From an optimization exercise on the open Yosys and OpenROAD flow, aimed at small area; shortcuts taken in it are not production practice.
The RTL was checked by simulation tests, not by an equivalence proof against the original design.
No driver is modelled on the clock port, so clock power and skew are understated where the tree is cut down; a real chip needs a root buffer or a tree.
Power figures rest on the tool's default switching activity, not on a simulated workload.

Setup of lane 1:
## clock_top
module clock_top(
	input clk,
	input rst_n,
	input [3:1] key_n,
	input [9:0] sw,
	output [6:0] hex0,
	output [6:0] hex1,
	output [6:0] hex2,
	output [6:0] hex3,
	output [7:0] ledg
);
For scale: ~190 cells after synthesis, about 51 I/O pins, about 1900 um^2 of cells after synthesis.
==> module TimeOfDay, before the edit <==
module TimeOfDay(input clk, input rst_n, input keyMin_n, input keyHour_n, input mtick,
	output reg [3:0] mu, output reg [2:0] mt, output reg [3:0] hu, output reg [1:0] ht);
	reg minOld, hourOld;
	wire bm = ~keyMin_n & ~minOld;
	wire bh = ~keyHour_n & ~hourOld;
	wire tk = mtick;
	wire mu0 = mu[0];
	wire mu1 = mu[1];
	wire mu2 = mu[2];
	wire mu3 = mu[3];
	wire mt0 = mt[0];
	wire mt1 = mt[1];
	wire mt2 = mt[2];
	wire hu0 = hu[0];
	wire hu1 = hu[1];
	wire hu2 = hu[2];
	wire hu3 = hu[3];
	wire ht0 = ht[0];
	wire ht1 = ht[1];
	wire mov = ~((~bm & ~tk) | (~mt2) | (~mu3) | (~mu0 & ~bm) | (mt1) | (~mu0 & ~tk));
	always @(posedge clk or negedge rst_n)
		if (!rst_n) begin
			minOld <= 1'b0;
			hourOld <= 1'b0;
			mu <= 4'd0;
			mt <= 3'd0;
			hu <= 4'd0;
			ht <= 2'd0;
		end else begin
			minOld <= ~keyMin_n;
			hourOld <= ~keyHour_n;
			mu <= {(mu1 & mu2 & bm & tk) | (mu0 & mu1 & mu2 & tk) | (mu0 & mu1 & mu2 & bm) | (mu3 & ~bm & ~tk) | (~mu0 & mu3 & ~tk) | (~mu0 & mu3 & ~bm), (mu0 & mu1 & ~mu2 & tk) | (mu2 & ~bm & ~tk) | (mu1 & ~mu2 & bm & tk) | (mu0 & mu1 & ~mu2 & bm) | (~mu1 & mu2) | (~mu0 & mu2 & ~tk) | (~mu0 & mu2 & ~bm), ~((~mu1 & ~bm & ~tk) | (~mu0 & ~mu1 & ~tk) | (mu0 & mu1 & bm) | (~mu0 & ~mu1 & ~bm) | (mu1 & bm & tk) | (mu0 & mu1 & tk) | (mu3)), (~mu0 & ~bm & tk) | (mu0 & ~bm & ~tk) | (~mu0 & bm & ~tk) | (mu0 & ~mt2 & bm & tk) | (mu0 & ~mu3 & bm & tk) | (mu0 & mt1 & bm & tk)};
			mt <= {~((~mt2 & ~bm & ~tk) | (~mt0) | (~mu3 & ~mt2) | (~mu0 & ~mt2 & ~bm) | (mu0 & mu3 & ~mt1 & bm) | (mu3 & ~mt1 & bm & tk) | (mu0 & mu3 & ~mt1 & tk) | (~mu0 & ~mt2 & ~tk)), ~((~mt1 & ~bm & ~tk) | (~mt0 & ~mt1) | (~mu3 & ~mt1) | (~mu0 & ~mt1 & ~bm) | (mu0 & mu3 & mt2 & bm) | (mu0 & mu3 & mt2 & tk) | (mu3 & mt2 & bm & tk) | (~mu0 & ~mt1 & ~tk)), (mt0 & ~bm & ~tk) | (mu0 & mu3 & ~mt0 & bm) | (~mu3 & mt0) | (mu3 & ~mt0 & bm & tk) | (mu0 & mu3 & ~mt0 & tk) | (~mu0 & mt0 & ~bm) | (~mu0 & mt0 & ~tk) | (mt0 & mt1)};
			hu <= {(hu1 & hu2 & bh & mov) | (hu0 & hu1 & hu2 & mov) | (hu0 & hu1 & hu2 & bh) | (hu3 & ~bh & ~mov) | (~hu0 & hu3 & ~mov) | (~hu0 & hu3 & ~bh), ~((~hu2 & ~bh & ~mov) | (~hu1 & ~hu2) | (~hu0 & ~hu2 & ~bh) | (~hu0 & ~hu2 & ~mov) | (~ht0 & ht1) | (hu1 & hu2 & bh & mov) | (hu0 & hu1 & hu2 & mov) | (hu0 & hu1 & hu2 & bh)), (hu0 & ~hu1 & ~hu3 & mov) | (hu1 & ~bh & ~mov) | (~hu0 & hu1 & ~bh) | (~hu1 & ~hu3 & bh & mov) | (hu0 & ~hu1 & ~hu3 & bh) | (~hu0 & hu1 & ~mov), ~((~hu0 & ~bh & ~mov) | (hu0 & ~bh & mov) | (~hu0 & bh & mov) | (hu0 & bh & ~mov) | (hu1 & ~ht0 & ht1 & bh & mov))};
			ht <= {(hu0 & hu3 & mov) | (ht1 & ~bh & ~mov) | (~hu1 & ht1) | (~hu0 & ht1 & ~bh) | (~hu0 & ht1 & ~mov) | (hu3 & bh & mov) | (hu0 & hu3 & bh) | (ht0), (~hu3 & ht0) | (~hu0 & ht0 & ~mov) | (hu3 & ~ht0 & bh & mov) | (~hu0 & ht0 & ~bh) | (ht0 & ~bh & ~mov) | (hu0 & hu3 & ~ht0 & mov) | (hu0 & hu3 & ~ht0 & bh)};
		end
endmodule
==> module UartTx, before the edit <==
module UartTx(input clk, input rst_n, input send_n, input utick, input [7:0] dataBits,
	output ready, output tx);
	reg [3:0] st;
	reg txn;   
	assign tx = ~txn;
	reg req;
	wire s0 = st[0], s1 = st[1], s2 = st[2], s3 = st[3];
	wire rq = req | ~send_n;
	wire tk = utick;
	wire idle = (~s2 & ~s3);
	wire [7:0] g = {dataBits[7], dataBits[6], dataBits[5], dataBits[4], dataBits[3], dataBits[2], dataBits[1], dataBits[0]};
	assign ready = idle;
	always @(posedge clk or negedge rst_n)
		if (!rst_n) begin
			st <= 4'd0;
			req <= 1'b0;
			txn <= 1'b0;
		end else begin
			req <= rq & ~(utick & idle);
			st <= {(~s2 & rq & tk) | (s3 & ~tk) | (~s1 & s3) | (~s0 & s3) | (s0 & ~s2), (s2 & ~tk) | (s0 & s1 & tk) | (s2 & s3), (s1 & ~tk) | (s0 & ~s1 & tk) | (~s0 & s1), (s0 & ~tk) | (~s0 & s3 & tk)};
			if (utick & ~(idle & ~rq))
				txn <= st[3] ? ~g[st[2:0]] : idle;
		end
endmodule
==> flow/config.mk <==
export PLATFORM = sky130hd
export DESIGN_NAME = clock_top
export DESIGN_NICKNAME = clock_top
export VERILOG_FILES = /design/flow/design.v
export SDC_FILE = /design/flow/constraint.sdc
export NUM_CORES = 4
export LEC_CHECK = 0
export CAP_MARGIN = 0
export CORE_MARGIN = 2
export CORE_UTILIZATION = 40
export SLEW_MARGIN = 0
==> flow/constraint.sdc <==
create_clock -name core_clock -period 15.0 [get_ports {clk}]
set_input_delay 3.0000 -clock core_clock [delete_from_list [all_inputs] [get_ports {clk}]]
set_output_delay 3.0000 -clock core_clock [all_outputs]
set_load 0.01 [all_outputs]
standard.sh (not shown) runs the stock make flow with config.mk's settings and CLKGATE_MAP_FILE= SYNTH_SCRIPT=/design/flow/synth_recipe.tcl, a recipe that flattens the netlist after the stock synthesis.
==> flow/flow/run.sh <==
#!/bin/bash
# The standard layout with these changes:
#  - the logic is mapped with area-oriented ABC scripts (flow/synth.tcl, flow/area*.abc).
#    The standard synthesis runs first; the smallest area-mapped netlist, whose registers
#    are the same, then gets the standard synthesis's register names (flow/pair_regs.py)
#    and replaces the standard netlist before floorplanning;
#  - every port gets the smallest buffer (buf_1) instead of the default;
#  - one tie cell drives all constant outputs (SKIP_REPAIR_TIE_FANOUT).
# Each tool's output goes to a log file of its own in this folder.
set -euo pipefail
W=$PWD
R=orfs/results/sky130hd/clock_top/base
export MY_FLOW_DIR=$W/flow
export BUFFER_PORTS_ARGS="-buffer_cell sky130_fd_sc_hd__buf_1"
export CTS_ARGS="-sink_clustering_enable -repair_clock_nets -dont_use_dummy_load"
export POST_CTS_TCL=$W/flow/post_cts.tcl
export MY_CLK_SLEW_PS=120
export SKIP_REPAIR_TIE_FANOUT=1

# 1. standard synthesis
bash standard.sh synth > std_synth.log 2>&1
cp $R/1_2_yosys.v std_1_2_yosys.v
# 2. area-oriented syntheses, one per ABC script (flow/area*.abc), each in a folder of its
#    own and run side by side; the one with the smallest cell area is kept
best=""; best_area=""
n=0
pids=()
for abc in flow/area*.abc; do
  k=$(basename $abc .abc)
  sed -e "s#SYNTH_SCRIPT=[^ ]*#SYNTH_SCRIPT=$W/flow/synth.tcl#" \
      -e "s#WORK_HOME=[^ ]*#WORK_HOME=$W/orfs_$k#" standard.sh > synth_$k.sh
  AREA_ABC_SCRIPT=$W/$abc bash synth_$k.sh synth > synth_$k.log 2>&1 &
  pids+=($!)
  n=$((n + 1))
  # at most NUM_CORES at a time: ABC's deep synthesis runs on a time budget
  if (( n % ${NUM_CORES:-4} == 0 )); then
    for p in "${pids[@]}"; do wait $p || true; done
    pids=()
  fi
done
for p in "${pids[@]}"; do wait $p || true; done
for abc in flow/area*.abc; do
  k=$(basename $abc .abc)
  stat=orfs_$k/reports/sky130hd/clock_top/base/synth_stat.txt
  net=orfs_$k/results/sky130hd/clock_top/base/1_2_yosys.v
  [[ -f $stat && -f $net ]] || continue
  a=$(awk '/Chip area for module/ {print $NF}' $stat | tail -1)
  echo "$k $a" >> synth_areas.log
  if [[ -z "$best" ]] || awk -v a=$a -v b=$best_area 'BEGIN {exit !(a < b)}'; then best=$k; best_area=$a; fi
done
echo "kept $best $best_area" >> synth_areas.log
# 3. the kept netlist, with the standard register names, replaces the standard netlist
if [[ -n "$best" ]] && python3 flow/pair_regs.py std_1_2_yosys.v orfs_$best/results/sky130hd/clock_top/base/1_2_yosys.v > paired_1_2_yosys.v 2> pair_regs.log; then
  cp paired_1_2_yosys.v $R/1_2_yosys.v
else
  cat pair_regs.log || true
fi
# 4. the rest of the standard flow
bash standard.sh > flow.log 2>&1
Other scripts of this flow, unchanged in this note and not shown: flow/flow/area1.abc, flow/flow/area2.abc, flow/flow/area3.abc, flow/flow/area4.abc, flow/flow/area5.abc, flow/flow/area6.abc, flow/flow/area7.abc, flow/flow/area8.abc, flow/flow/clkbuf.tcl, flow/flow/pair_regs.py, flow/flow/post_cts.tcl, flow/flow/synth.tcl
--- input diff lane 1..lane 2 ---
--- a/flow/design.v
+++ b/flow/design.v
@@ -42,11 +42,11 @@
 	Digit2To7Seg digitTo7Seg3(ht, segment3);
 endmodule
 module TimeOfDay(input clk, input rst_n, input keyMin_n, input keyHour_n, input mtick,
 	output reg [3:0] mu, output reg [2:0] mt, output reg [3:0] hu, output reg [1:0] ht);
-	reg minOld, hourOld;
-	wire bm = ~keyMin_n & ~minOld;
-	wire bh = ~keyHour_n & ~hourOld;
+	reg minKeyOld, hourKeyOld;
+	wire bm = ~keyMin_n & minKeyOld;
+	wire bh = ~keyHour_n & hourKeyOld;
 	wire tk = mtick;
 	wire mu0 = mu[0];
 	wire mu1 = mu[1];
 	wire mu2 = mu[2];
@@ -62,28 +62,26 @@
 	wire ht1 = ht[1];
 	wire mov = ~((~bm & ~tk) | (~mt2) | (~mu3) | (~mu0 & ~bm) | (mt1) | (~mu0 & ~tk));
 	always @(posedge clk or negedge rst_n)
 		if (!rst_n) begin
-			minOld <= 1'b0;
-			hourOld <= 1'b0;
+			minKeyOld <= 1'b1;
+			hourKeyOld <= 1'b1;
 			mu <= 4'd0;
 			mt <= 3'd0;
 			hu <= 4'd0;
 			ht <= 2'd0;
 		end else begin
-			minOld <= ~keyMin_n;
-			hourOld <= ~keyHour_n;
+			minKeyOld <= keyMin_n;
+			hourKeyOld <= keyHour_n;
 			mu <= {(mu1 & mu2 & bm & tk) | (mu0 & mu1 & mu2 & tk) | (mu0 & mu1 & mu2 & bm) | (mu3 & ~bm & ~tk) | (~mu0 & mu3 & ~tk) | (~mu0 & mu3 & ~bm), (mu0 & mu1 & ~mu2 & tk) | (mu2 & ~bm & ~tk) | (mu1 & ~mu2 & bm & tk) | (mu0 & mu1 & ~mu2 & bm) | (~mu1 & mu2) | (~mu0 & mu2 & ~tk) | (~mu0 & mu2 & ~bm), ~((~mu1 & ~bm & ~tk) | (~mu0 & ~mu1 & ~tk) | (mu0 & mu1 & bm) | (~mu0 & ~mu1 & ~bm) | (mu1 & bm & tk) | (mu0 & mu1 & tk) | (mu3)), (~mu0 & ~bm & tk) | (mu0 & ~bm & ~tk) | (~mu0 & bm & ~tk) | (mu0 & ~mt2 & bm & tk) | (mu0 & ~mu3 & bm & tk) | (mu0 & mt1 & bm & tk)};
 			mt <= {~((~mt2 & ~bm & ~tk) | (~mt0) | (~mu3 & ~mt2) | (~mu0 & ~mt2 & ~bm) | (mu0 & mu3 & ~mt1 & bm) | (mu3 & ~mt1 & bm & tk) | (mu0 & mu3 & ~mt1 & tk) | (~mu0 & ~mt2 & ~tk)), ~((~mt1 & ~bm & ~tk) | (~mt0 & ~mt1) | (~mu3 & ~mt1) | (~mu0 & ~mt1 & ~bm) | (mu0 & mu3 & mt2 & bm) | (mu0 & mu3 & mt2 & tk) | (mu3 & mt2 & bm & tk) | (~mu0 & ~mt1 & ~tk)), (mt0 & ~bm & ~tk) | (mu0 & mu3 & ~mt0 & bm) | (~mu3 & mt0) | (mu3 & ~mt0 & bm & tk) | (mu0 & mu3 & ~mt0 & tk) | (~mu0 & mt0 & ~bm) | (~mu0 & mt0 & ~tk) | (mt0 & mt1)};
 			hu <= {(hu1 & hu2 & bh & mov) | (hu0 & hu1 & hu2 & mov) | (hu0 & hu1 & hu2 & bh) | (hu3 & ~bh & ~mov) | (~hu0 & hu3 & ~mov) | (~hu0 & hu3 & ~bh), ~((~hu2 & ~bh & ~mov) | (~hu1 & ~hu2) | (~hu0 & ~hu2 & ~bh) | (~hu0 & ~hu2 & ~mov) | (~ht0 & ht1) | (hu1 & hu2 & bh & mov) | (hu0 & hu1 & hu2 & mov) | (hu0 & hu1 & hu2 & bh)), (hu0 & ~hu1 & ~hu3 & mov) | (hu1 & ~bh & ~mov) | (~hu0 & hu1 & ~bh) | (~hu1 & ~hu3 & bh & mov) | (hu0 & ~hu1 & ~hu3 & bh) | (~hu0 & hu1 & ~mov), ~((~hu0 & ~bh & ~mov) | (hu0 & ~bh & mov) | (~hu0 & bh & mov) | (hu0 & bh & ~mov) | (hu1 & ~ht0 & ht1 & bh & mov))};
 			ht <= {(hu0 & hu3 & mov) | (ht1 & ~bh & ~mov) | (~hu1 & ht1) | (~hu0 & ht1 & ~bh) | (~hu0 & ht1 & ~mov) | (hu3 & bh & mov) | (hu0 & hu3 & bh) | (ht0), (~hu3 & ht0) | (~hu0 & ht0 & ~mov) | (hu3 & ~ht0 & bh & mov) | (~hu0 & ht0 & ~bh) | (ht0 & ~bh & ~mov) | (hu0 & hu3 & ~ht0 & mov) | (hu0 & hu3 & ~ht0 & bh)};
 		end
 endmodule
 module UartTx(input clk, input rst_n, input send_n, input utick, input [7:0] dataBits,
-	output ready, output tx);
+	output ready, output reg tx);
 	reg [3:0] st;
-	reg txn;   
-	assign tx = ~txn;
 	reg req;
 	wire s0 = st[0], s1 = st[1], s2 = st[2], s3 = st[3];
 	wire rq = req | ~send_n;
 	wire tk = utick;
@@ -93,14 +91,14 @@
 	always @(posedge clk or negedge rst_n)
 		if (!rst_n) begin
 			st <= 4'd0;
 			req <= 1'b0;
-			txn <= 1'b0;
+			tx <= 1'b1;
 		end else begin
 			req <= rq & ~(utick & idle);
 			st <= {(~s2 & rq & tk) | (s3 & ~tk) | (~s1 & s3) | (~s0 & s3) | (s0 & ~s2), (s2 & ~tk) | (s0 & s1 & tk) | (s2 & s3), (s1 & ~tk) | (s0 & ~s1 & tk) | (~s0 & s1), (s0 & ~tk) | (~s0 & s3 & tk)};
 			if (utick & ~(idle & ~rq))
-				txn <= st[3] ? ~g[st[2:0]] : idle;
+				tx <= st[3] ? g[st[2:0]] : ~idle;
 		end
 endmodule
 module clock_top(
 	input clk,
[summary]
- Route | lane 2 vs lane 1 | wire longer in lane 2
- Delta (lane 2 minus lane 1): standard cell area after detailed placement dropped 0.55%; power consumed by sequential cells went down about 3%; met2 usage lower.
- Looking at total design power across both flows, lane 2 is the stronger of the two, with lane 1 trailing.
- Against lane 1, lane 2 reports a die area that is lower.
- Going from lane 1 to lane 2, design area shows a reduction of 0.36%, part of the total power dissipated in combinational logic -1.7 points.
- met1 layer usage reported by global route for lane 2: 0.39 points down relative to lane 1
- Post-placement cell count shrinks slightly when moving from lane 1 to lane 2.
In every run of this note, the design's own scripts or RTL, not TritonCTS, make the clock network.

[re-timing with driven ports]
Ports are ideal in the flow. The routed layouts listed here were re-timed in OpenROAD.
Step 1 (the two cells are an assumption about what drives the block):
set clk [get_ports {clk}]
set_driving_cell -lib_cell sky130_fd_sc_hd__clkbuf_16 $clk
set_driving_cell -lib_cell sky130_fd_sc_hd__buf_2 [delete_from_list [all_inputs] $clk]
Step 2, shift: input delay + t, output delay - t, t = (earliest + latest rising clock arrival at the registers) / 2. This alone moves slack from input paths to output paths.
a / b / c = no drivers / after step 1 / after step 2; a / b = the first two.
run | shift t [ns] | setup WS [ns] | worst slew at a driven data input, ns
lane 1 | 0.202 | 7.993 / 7.971 / 7.971 | 0.03
lane 2 | 0.198 | 7.824 / 7.801 / 7.801 | 0.03
After both steps every run listed still meets setup and hold. For lane 2, which loses most, drivers alone change the setup slack by -0.023 ns; drivers and shift together by -0.023 ns.
